What follows belongs to an exercise in optimizing a design on an open flow for small area; a production flow would make more cautious choices. Function was checked by simulation only, so behaviour that the tests miss may differ from the original. Power figures rest on the tool's default switching activity, not on a simulated workload.

// stratigo
module stratigo
	(
		CLOCK_50,
		KEY,
		SW,
		LEDR,
		PIX_X,
		PIX_Y,
		PIX_COLOUR,
		PIX_PLOT
	);
Size: ~2000 cells after synthesis, about 52 I/O pins.
clock: 10.0 ns
lec_check: 0
cap_margin: 20
core_margin: 2
core_utilization: 40
gpl_timing_driven: 0
slew_margin: 20
standard.sh (not shown) runs the stock make flow with config.mk's settings and CLKGATE_MAP_FILE= SYNTH_SCRIPT=/design/flow/synth_recipe.tcl, a recipe that flattens the netlist after the stock synthesis.
==> flow/flow/run.sh <==
#!/bin/bash
# Standard ORFS layout, except that the combinational logic of the standard
# synthesis netlist is re-mapped by ABC with an area-oriented script before
# floorplanning (three seeds of ABC's deep synthesis, the smallest result is
# kept). Registers (names, cell types) are left as the standard synthesis
# made them. Each tool's output goes to a log file in this folder.
set -euo pipefail
W=$PWD
R=$W/orfs/results/$FLOW_PLATFORM/stratigo/base
LIB=$FLOW_HOME/platforms/$FLOW_PLATFORM/lib/sky130_fd_sc_hd__tt_025C_1v80.lib

# 1. the standard synthesis, unchanged
bash standard.sh $R/1_2_yosys.v > $W/synth_standard.log 2>&1
cp $R/1_2_yosys.v $W/1_2_yosys.standard.v

# 2. re-map the combinational logic for area
subst() {  # template output seed
  sed -e "s|@LIB@|$LIB|g" -e "s|@IN@|$W/1_2_yosys.standard.v|g" -e "s|@OUT@|$W/reabc_$3.v|g" \
      -e "s|@SCRIPT@|$W/area_$3.abc|g" -e "s|@STAT@|$W/reabc_stat_$3.txt|g" \
      -e "s|@CELLS@|$W/cells_comb.v|g" -e "s|@SEED@|$3|g" "$1" > "$2"
}
subst $W/flow/mkcells.ys $W/mkcells.ys 0
yosys -s $W/mkcells.ys > $W/mkcells.log 2>&1
for S in 0 1 2; do
  subst $W/flow/area.abc $W/area_$S.abc $S
  subst $W/flow/reabc.ys $W/reabc_$S.ys $S
  yosys -s $W/reabc_$S.ys > $W/reabc_$S.log 2>&1 &
done
wait || true
best=""; best_area=""
for S in 0 1 2; do
  if [[ -s $W/reabc_$S.v && -s $W/reabc_stat_$S.txt ]]; then
    a=$(awk '/Chip area/ {print $NF}' $W/reabc_stat_$S.txt)
    if [[ -z "$best" ]] || awk -v a="$a" -v b="$best_area" 'BEGIN {exit !(a < b)}'; then best=$S; best_area=$a; fi
  fi
done
echo "seed $best area $best_area" > $W/reabc_choice.txt
# keep the re-mapped netlist only if it is proven equivalent to the standard one
sed -e "s|@LIB@|$LIB|g" -e "s|@IN@|$W/1_2_yosys.standard.v|g" -e "s|@OUT@|$W/reabc_$best.v|g" \
    $W/flow/eqchk.ys > $W/eqchk.ys
if [[ -n "$best" ]] && yosys -s $W/eqchk.ys > $W/eqchk.log 2>&1; then
  cp $W/reabc_$best.v $R/1_2_yosys.v
else
  echo "re-mapping failed or not proven equivalent; using the standard netlist" > $W/reabc_fallback.txt
  cp $W/1_2_yosys.standard.v $R/1_2_yosys.v
fi

# 3. the rest of the standard flow, from the re-mapped netlist
# port buffers: the smallest buffer cell; clock tree: clusters of at most 16
# flip-flops on clkbuf_8, no dummy loads
bash standard.sh "BUFFER_PORTS_ARGS=-buffer_cell sky130_fd_sc_hd__buf_1" \
  "CTS_ARGS=-sink_clustering_enable -repair_clock_nets -sink_clustering_size 16 -sink_clustering_max_diameter 60 -buf_list sky130_fd_sc_hd__clkbuf_8 -dont_use_dummy_load" \
  finish > $W/layout.log 2>&1
==> flow/flow/area.abc <==
strash
dc2
&get -n
&deepsyn -T 120 -S @SEED@
&dch -f
&nf -p -F 8 -A 4 -R 1000
&put
topo
==> flow/flow/reabc.ys <==
read_verilog @IN@
read_liberty -lib @LIB@
hierarchy -top stratigo
# turn the combinational cells back into logic; registers and tie cells stay
# the cells the standard synthesis made
techmap -map @CELLS@
opt_clean -purge
techmap
opt -fast
abc -liberty @LIB@ -script @SCRIPT@ -dont_use sky130_fd_sc_hd__lpflow_* -dont_use sky130_fd_sc_hd__probe_p_8 -dont_use sky130_fd_sc_hd__probec_p_8
opt_clean -purge
splitnets
opt_clean -purge
hilomap -singleton -hicell sky130_fd_sc_hd__conb_1 HI -locell sky130_fd_sc_hd__conb_1 LO
insbuf -buf sky130_fd_sc_hd__buf_1 A X
opt_clean -purge
tee -o @STAT@ stat -liberty @LIB@
check -assert -mapped
write_verilog -noattr -nohex -nodec @OUT@
Other scripts of this flow, unchanged in this note and not shown: flow/flow/eqchk.ys, flow/flow/mkcells.ys
==> next run, changes <==
==> flow/flow/run.sh (replaced) <==
#!/bin/bash
# Standard ORFS layout, except that the combinational logic of the standard
# synthesis netlist is re-mapped by ABC with an area-oriented script before
# floorplanning. Registers (names, cell types) are left as the standard
# synthesis made them. Each tool's output goes to a log file in this folder.
set -euo pipefail
W=$PWD
R=$W/orfs/results/$FLOW_PLATFORM/stratigo/base
LIB=$FLOW_HOME/platforms/$FLOW_PLATFORM/lib/sky130_fd_sc_hd__tt_025C_1v80.lib

# 1. the standard synthesis, unchanged
bash standard.sh $R/1_2_yosys.v > $W/synth_standard.log 2>&1
cp $R/1_2_yosys.v $W/1_2_yosys.standard.v

# 2. re-map the combinational logic for area
subst() {
  sed -e "s|@LIB@|$LIB|g" -e "s|@IN@|$W/1_2_yosys.standard.v|g" -e "s|@OUT@|$R/1_2_yosys.v|g" \
      -e "s|@SCRIPT@|$W/flow/area.abc|g" -e "s|@STAT@|$W/reabc_stat.txt|g" \
      -e "s|@CELLS@|$W/cells_comb.v|g" "$1" > "$2"
}
subst $W/flow/mkcells.ys $W/mkcells.ys
subst $W/flow/reabc.ys $W/reabc.ys
yosys -s $W/mkcells.ys > $W/mkcells.log 2>&1
subst $W/flow/eqchk.ys $W/eqchk.ys
# keep the re-mapped netlist only if it is proven equivalent to the standard one
if ! { yosys -s $W/reabc.ys > $W/reabc.log 2>&1 && yosys -s $W/eqchk.ys > $W/eqchk.log 2>&1; }; then
  echo "re-mapping failed or not proven equivalent; using the standard netlist" > $W/reabc_fallback.txt
  cp $W/1_2_yosys.standard.v $R/1_2_yosys.v
fi

# 3. the rest of the standard flow, from the re-mapped netlist
# port buffers: the smallest buffer cell
bash standard.sh "BUFFER_PORTS_ARGS=-buffer_cell sky130_fd_sc_hd__buf_1" \
  "CTS_ARGS=-sink_clustering_enable -repair_clock_nets -sink_clustering_size 16 -sink_clustering_max_diameter 60 -buf_list sky130_fd_sc_hd__clkbuf_8 -dont_use_dummy_load" \
  finish > $W/layout.log 2>&1
==> flow/flow/area.abc (replaced) <==
strash
dc2
dch -f
map -a
mfs2
strash
dc2
dch -f
map -a
mfs2
strash
dch -f
map -a
topo
--- a/flow/flow/reabc.ys
+++ b/flow/flow/reabc.ys
@@ -14,3 +14,3 @@
 hilomap -singleton -hicell sky130_fd_sc_hd__conb_1 HI -locell sky130_fd_sc_hd__conb_1 LO
-insbuf -buf sky130_fd_sc_hd__buf_1 A X
+insbuf -buf sky130_fd_sc_hd__buf_4 A X
 opt_clean -purge
GPL_TIMING_DRIVEN = not set   (was 0)
=> The new run went through all stages and came out clean; routed wire length grows by 21%; worst setup slack improved by 1.9 ns; worst hold slack gets worse by 0.012 ns; power grows by about 1.2%; final cell count goes up by 21%; clock power rises by about 5%; count of clock-buffer cells in the layout rose by 3; synthesized cell count is higher by 24%; sequential power hardly moves.
==> next run, changes <==
==> flow/flow/area.abc (replaced) <==
strash
dc2
&get -n
&deepsyn -T 120
&dch -f
&nf -R 1000
&put
topo
--- a/flow/flow/reabc.ys
+++ b/flow/flow/reabc.ys
@@ -14,3 +14,3 @@
 hilomap -singleton -hicell sky130_fd_sc_hd__conb_1 HI -locell sky130_fd_sc_hd__conb_1 LO
-insbuf -buf sky130_fd_sc_hd__buf_4 A X
+insbuf -buf sky130_fd_sc_hd__buf_1 A X
 opt_clean -purge
GPL_TIMING_DRIVEN = 0   (was not set)
The new run completed without violations.
Clock power came out lower by about 4%.
Final cell count came out lower by 17%.
Wire length came out lower by 16%.
Via count came out lower by 13%.
Combinational power is about the same.
Clock-buffer cell count came out lower by 1.
Die area came out lower by 6.0%.

afterwards: timing with drivers on the ports:
How much do the figures lean on ideal ports? The routed layouts below were timed once more, with nothing changed but the port constraints.
Step 1 (the two cells are an assumption about what drives the block):
set clk [get_ports {CLOCK_50}]
set_driving_cell -lib_cell sky130_fd_sc_hd__clkbuf_16 $clk
set_driving_cell -lib_cell sky130_fd_sc_hd__buf_2 [delete_from_list [all_inputs] $clk]
Step 2 moves the port delays by t, midway between the first and last clock arrival at a register: inputs arrive t later, outputs are due t later. That takes back most of the time a late clock gives input paths.
Three values: no drivers, after step 1, after step 2; two values: the first two.
run	shift t [ns]	setup WS [ns]	clock arrival spread, ns	worst register clock-pin slew, ns	cell pins on the clock port's net
the first run	0.661	0.465 / 0.465 / 0.465	0.079 / 0.079	0.11 / 0.11	1
the second run	0.704	2.361 / 2.361 / 2.361	0.086 / 0.085	0.10 / 0.10	1
the third run	0.683	0.496 / 0.496 / 0.496	0.098 / 0.098	0.11 / 0.11	1
After both steps setup and hold are still met in every run listed.
